Background: an optimization exercise with open tools, aiming at small area and a short achievable clock period. Do not read the settings as production practice. The RTL was checked by simulation tests, not by an equivalence proof against the original design.

==> flow/design.v (outline; a module is shown in full before it is edited, if it fits) <==
// module final_log: 2059 lines
module final_log(clk, reset, base, in_data, out_data);
  // ...
==> flow/run.sh <==
#!/bin/bash
# synth_recipe.tcl (not shown) runs the flow's synth.tcl, then flattens the netlist and writes it again
# the make line also repeats each setting of config.mk as NAME=value (left out here)
make -C /OpenROAD-flow-scripts/flow DESIGN_CONFIG=/design/flow/config.mk WORK_HOME=/design/flow/orfs CLKGATE_MAP_FILE= SYNTH_SCRIPT=/design/flow/synth_recipe.tcl finish
==> flow/config.mk <==
export PLATFORM = sky130hd
export DESIGN_NAME = final_log
export DESIGN_NICKNAME = final_log
export VERILOG_FILES = /design/flow/design.v
export SDC_FILE = /design/flow/constraint.sdc
export NUM_CORES = 4
export LEC_CHECK = 0
export ABC_AREA = 1
export CAP_MARGIN = 20
export CORE_MARGIN = 2
export CORE_UTILIZATION = 40
export CTS_BUF_LIST = sky130_fd_sc_hd__clkbuf_8
export CTS_CLUSTER_DIAMETER = 200
export CTS_CLUSTER_SIZE = 30
export SETUP_SLACK_MARGIN = 5
export SLEW_MARGIN = 20
==> flow/constraint.sdc <==
create_clock -name core_clock -period 60.0 [get_ports {clk}]
set_input_delay 12.0000 -clock core_clock [delete_from_list [all_inputs] [get_ports {clk}]]
set_output_delay 12.0000 -clock core_clock [all_outputs]
set_load 0.01 [all_outputs]
==> results.toml, run 1 <==
[logic_synthesis]
synth-seq-cells = 30
yosysMostFrequentCell = "nand2_1"
synth-xor-area-share = 0.0350
synth_mux_area_frac = 0.000772
ys_top_cells_by_count = "nand2_1 (417), inv_1 (373), fa_1 (165), ha_1 (151), nor2_1 (146)"
yosysTopAreaCell = "fa_1"
synthAdderAreaFrac = 0.400
syn_area_mm2 = 0.0130
synth_top_area_share = 0.255

[clock_network]
cts.sinks = 30
postCtsHoldBufs = 0

[status]
status = "finished clean"

[cells_and_area]
nClkBuffers = 6
final_cell_count_no_fill = 2292
fin_area_mm2 = 0.0140
multi_input_area_share = 0.748
multi_input_area_mm2 = 0.0105
fillers = 3311
layout-area-overhead-vs-synth_pct = 8.26
utilization = 0.443
inv_count = 384

[critical_path]
critical_path_class = "in -> reg"
cp_max_fo = 25
crit_cells = 64
worst_ep_required_time_ns = 60.20
cpPeakStageDelay_ns = 0.62

[detailed_routing]
vias = 12043
ant_nets = 0
first_iter_violations = 856
route.met3.wl_um = 1260
vias_per_cell = 5.25
drc = 0
wl_per_cell_um = 15.0

[global_route]
grt_max_degree = 38
antenna_found_initial = 0
use_met3 = 0.00988

[die]
rows = 65
taps = 402
die_area_mm2 = 0.0339

[placed_design]
dp.cells = 2285

[timing]
hold_ws_ns = 12.07

[flow_run]
drv_cap = 0
==> inputs of run 2 (changes only) <==
==> flow/flow/run.sh (new file) <==
#!/bin/bash
set -euo pipefail
bash standard.sh SETUP_SLACK_MARGIN=37 "BUFFER_PORTS_ARGS=-buffer_cell sky130_fd_sc_hd__buf_1" SKIP_GATE_CLONING=1 finish > run.log 2>&1
==> flow/standard.sh (new file) <==
#!/bin/bash
# synth_recipe.tcl (not shown) runs the flow's synth.tcl, then flattens the netlist and writes it again
# the make line also repeats each setting of config.mk as NAME=value (left out here)
make -C /OpenROAD-flow-scripts/flow DESIGN_CONFIG=/design/flow/config.mk WORK_HOME=/design/flow/orfs CLKGATE_MAP_FILE= SYNTH_SCRIPT=/design/flow/synth_recipe.tcl "${@:-finish}"
--- a/flow/config.mk
+++ b/flow/config.mk
@@ -14,3 +14,2 @@
 export CTS_CLUSTER_SIZE = 30
-export SETUP_SLACK_MARGIN = 5
 export SLEW_MARGIN = 20
removed: flow/run.sh
==> results.toml, run 2 <==
[logic_synthesis]
ys_top_cells_by_count = "nand2_1 (417), inv_1 (373), fa_1 (165), ha_1 (151), nor2_1 (146)"
ys_seq_area_frac = 0.0581
synth_edf_count = 0
yosysTopAreaCell = "fa_1"
avgSynthCellArea_um2 = 6.95
synth-seq-cells = 30
synth_cell_types = 65
ys.flop_type = "dfrtp_1"
synthArstFlopShare = 1.00
yosysMostFrequentCell = "nand2_1"
syn_nets = 2218
synth_warnings = 1
synth_area_leaders = "fa_1 (25%), ha_1 (15%), nand2_1 (12%), inv_1 (11%), dfrtp_1 (5.4%)"
syn_area_mm2 = 0.0130
synth_top_area_share = 0.255
synthCells = 1866

[cells_and_area]
fillers = 3334
top_register = "wq"
final_common_cell = "nand2_1"
layout_common_cells = "nand2_1 (412), inv_1 (354), fa_1 (158), nor2_1 (139), ha_1 (139)"
drive_gt1_frac = 0.101
final_cell_count_no_fill = 2342
largest_reg_flops = 18
nNetsFinal = 2292
n_antenna_cell = 0
reg_top3 = "wq (18), dq (5), eq (4)"
layout-area-overhead-vs-synth_pct = 12.1

[clock_network]
cts_made_buffers = 5
root_buffer = "clkbuf_8"
clk_pin_slew_ns = 0.08
postCtsHoldBufs = 0
cts_buffer_depth = 2
cts.sinks = 30
cts_tree = "built"
htree_num_levels = 2

[detailed_routing]
vias_per_cell = 5.25
wl_per_cell_um = 15.1
first_iter_violations = 870
ant_nets = 0
vias = 12304
drc = 0
routed_wl_um = 35400
firstDrtPassIters = 5

[critical_path]
startpoint_type = "primary input"
worst_ep_required_time_ns = 60.17
cp_max_fo = 6
worstPathArrival_ns = 22.68
slowest_stage = "fa_2"
crit_top_cell = "nand2_1"
cpPeakStageDelay_ns = 0.57
end_kind = "register"
critical_path_class = "in -> reg"

[hold_path]
min_path_type = "in -> async"

[timing]
rsz0062_at_grt = "false"
slew_headroom = 0.405
hold_ws_ns = 11.74
finalHoldViolations = 0
final_max_slew_viol_count = 0
fin_ws_ns = 37.48
finalSetupViolCount = 0
fin_tns_setup_ns = 0
timing.fmax_mhz = 44.4
fin_crit_ns = 22.52
fin_crit_sh = 0.375
tightest_slew_ns = 0.881

[die]
coreArea_mm2 = 0.0317
initial_utilization = 0.409
rows = 65
die_x_um = 184
die_y_um = 184
num_io_pins = 68
die_area_mm2 = 0.0339

[placed_design]
gp_congestion = 0.896
portBuffers = 66
dp_hpwl_um = 29100
post-place-ws_ns = 35.11
dp.cells = 2285

[global_route]
grt_max_degree = 38
grtUsageTotal = 0.206
antenna_found_initial = 0
grt_pass1_wl_um = 56800
grt_overflow_total = 0
first_global_vias = 11640

[status]
status = "finished clean"

[flow_run]
drv_cap = 0
run 2: cell counts after synthesis:
No cell type changed its count.
run 2: how the worst max path moves through the flow:
| stage | start | end | slack, ns | cells after the start |
|---|---|---|---|---|
| final | in_data[1] | wq[16]$_DFF_PP0_ | 37.48 | 62 |
| after CTS | in_data[3] | wq[11]$_DFF_PP0_ | 37.04 | 62 |
| after global placement | in_data[3] | wq[11]$_DFF_PP0_ | 35.20 | 65 |
| after global routing | in_data[1] | wq[17]$_DFF_PP0_ | 36.84 | 64 |
| after detailed placement | in_data[3] | wq[11]$_DFF_PP0_ | 35.11 | 63 |
| after floorplan | in_data[3] | wq[0]$_DFF_PP0_ | 37.79 | 67 |
run 2: area by class of cell:
class / count / area (um2) / share of cell area
clock inverter: 1 / 30.0 / 0.00207
tap: 402 / 503 / 0.0346
clock buffer: 6 / 82.6 / 0.00568
timing repair buffer: 124 / 722 / 0.0497
inverter: 384 / 1480 / 0.101
multi-input combinational: 1395 / 11000 / 0.755
sequential: 30 / 753 / 0.0518
run 2: layer usage:
layer,vias to the layer above,part of all wire,wire length (um),global-route usage
met5,-,0,0,0
met4,0,0.029,1030,0.0685
met3,61,0.036,1280,0.00889
met2,361,0.50,17800,0.370
met1,5817,0.43,15400,0.265
li1,6065,-,-,-
run 2: cells by family (layout without fill, tap and decap cells):
family / count (synthesis) / count (layout) / synth area share
AO/OA/AOI/OAI: 299 / 299 / 0.140
XOR/XNOR: 51 / 51 / 0.0350
multiplexers: 1 / 1 / 0.000772
adder cells (fa/ha/maj): 316 / 316 / 0.400
buffers and inverters: 441 / 515 / 0.132
AND/OR/NAND/NOR: 728 / 728 / 0.233
flip-flops: 30 / 30 / 0.0581
run 2: stage by stage:
step,utilization,cell area (um2)
final,0.458,14500
after detailed placement,0.426,13500
after CTS,0.436,13800
after global routing,0.458,14500
after global placement,0.426,13500
after floorplan,-,13000
run 2: repair_timing:
item / 4_1_cts / 5_1_grt
buffers inserted: 17 / 33
resized for setup: 20 / 114
pin swaps: 6 / 42
setup endpoints to repair: 40 / 46
run 2: critical path, delay by kind of cell:
kind	cells	cell delay, ns
compound gates	12	2.55
simple gates	25	2.55
xor+xnor	1	0.15
fa+ha+maj	10	4.07
buf+inv	14	1.34

what the ideal ports hide:
Ports are ideal in the flow. The routed layouts listed here were re-timed in OpenROAD.
Step 1 assumes that a clkbuf_16 drives the clock port and a buf_2 every other input.
Step 2 adds t to the input delays and takes it off the output delays; t is the mean of the earliest and latest rising clock arrival at the registers after step 1. Input paths then give back, and output paths get back, about the clock's delay inside the block.
Slacks: ideal ports / drivers / drivers and shift; pairs: ideal ports / drivers.
run | t, ns | slack for setup (ns) | hold slack, ns | worst slew at a driven data input, ns
run 1 | 0.326 | 34.941 / 34.918 / 34.592 | 12.071 / 12.064 / 12.390 | 0.06
run 2 | 0.331 | 37.484 / 37.500 / 37.169 | 11.737 / 11.722 / 12.053 | 0.07
After both steps setup and hold are still met in every run listed. For run 1, which loses most, drivers alone change the setup slack by -0.023 ns; drivers and shift together by -0.349 ns.
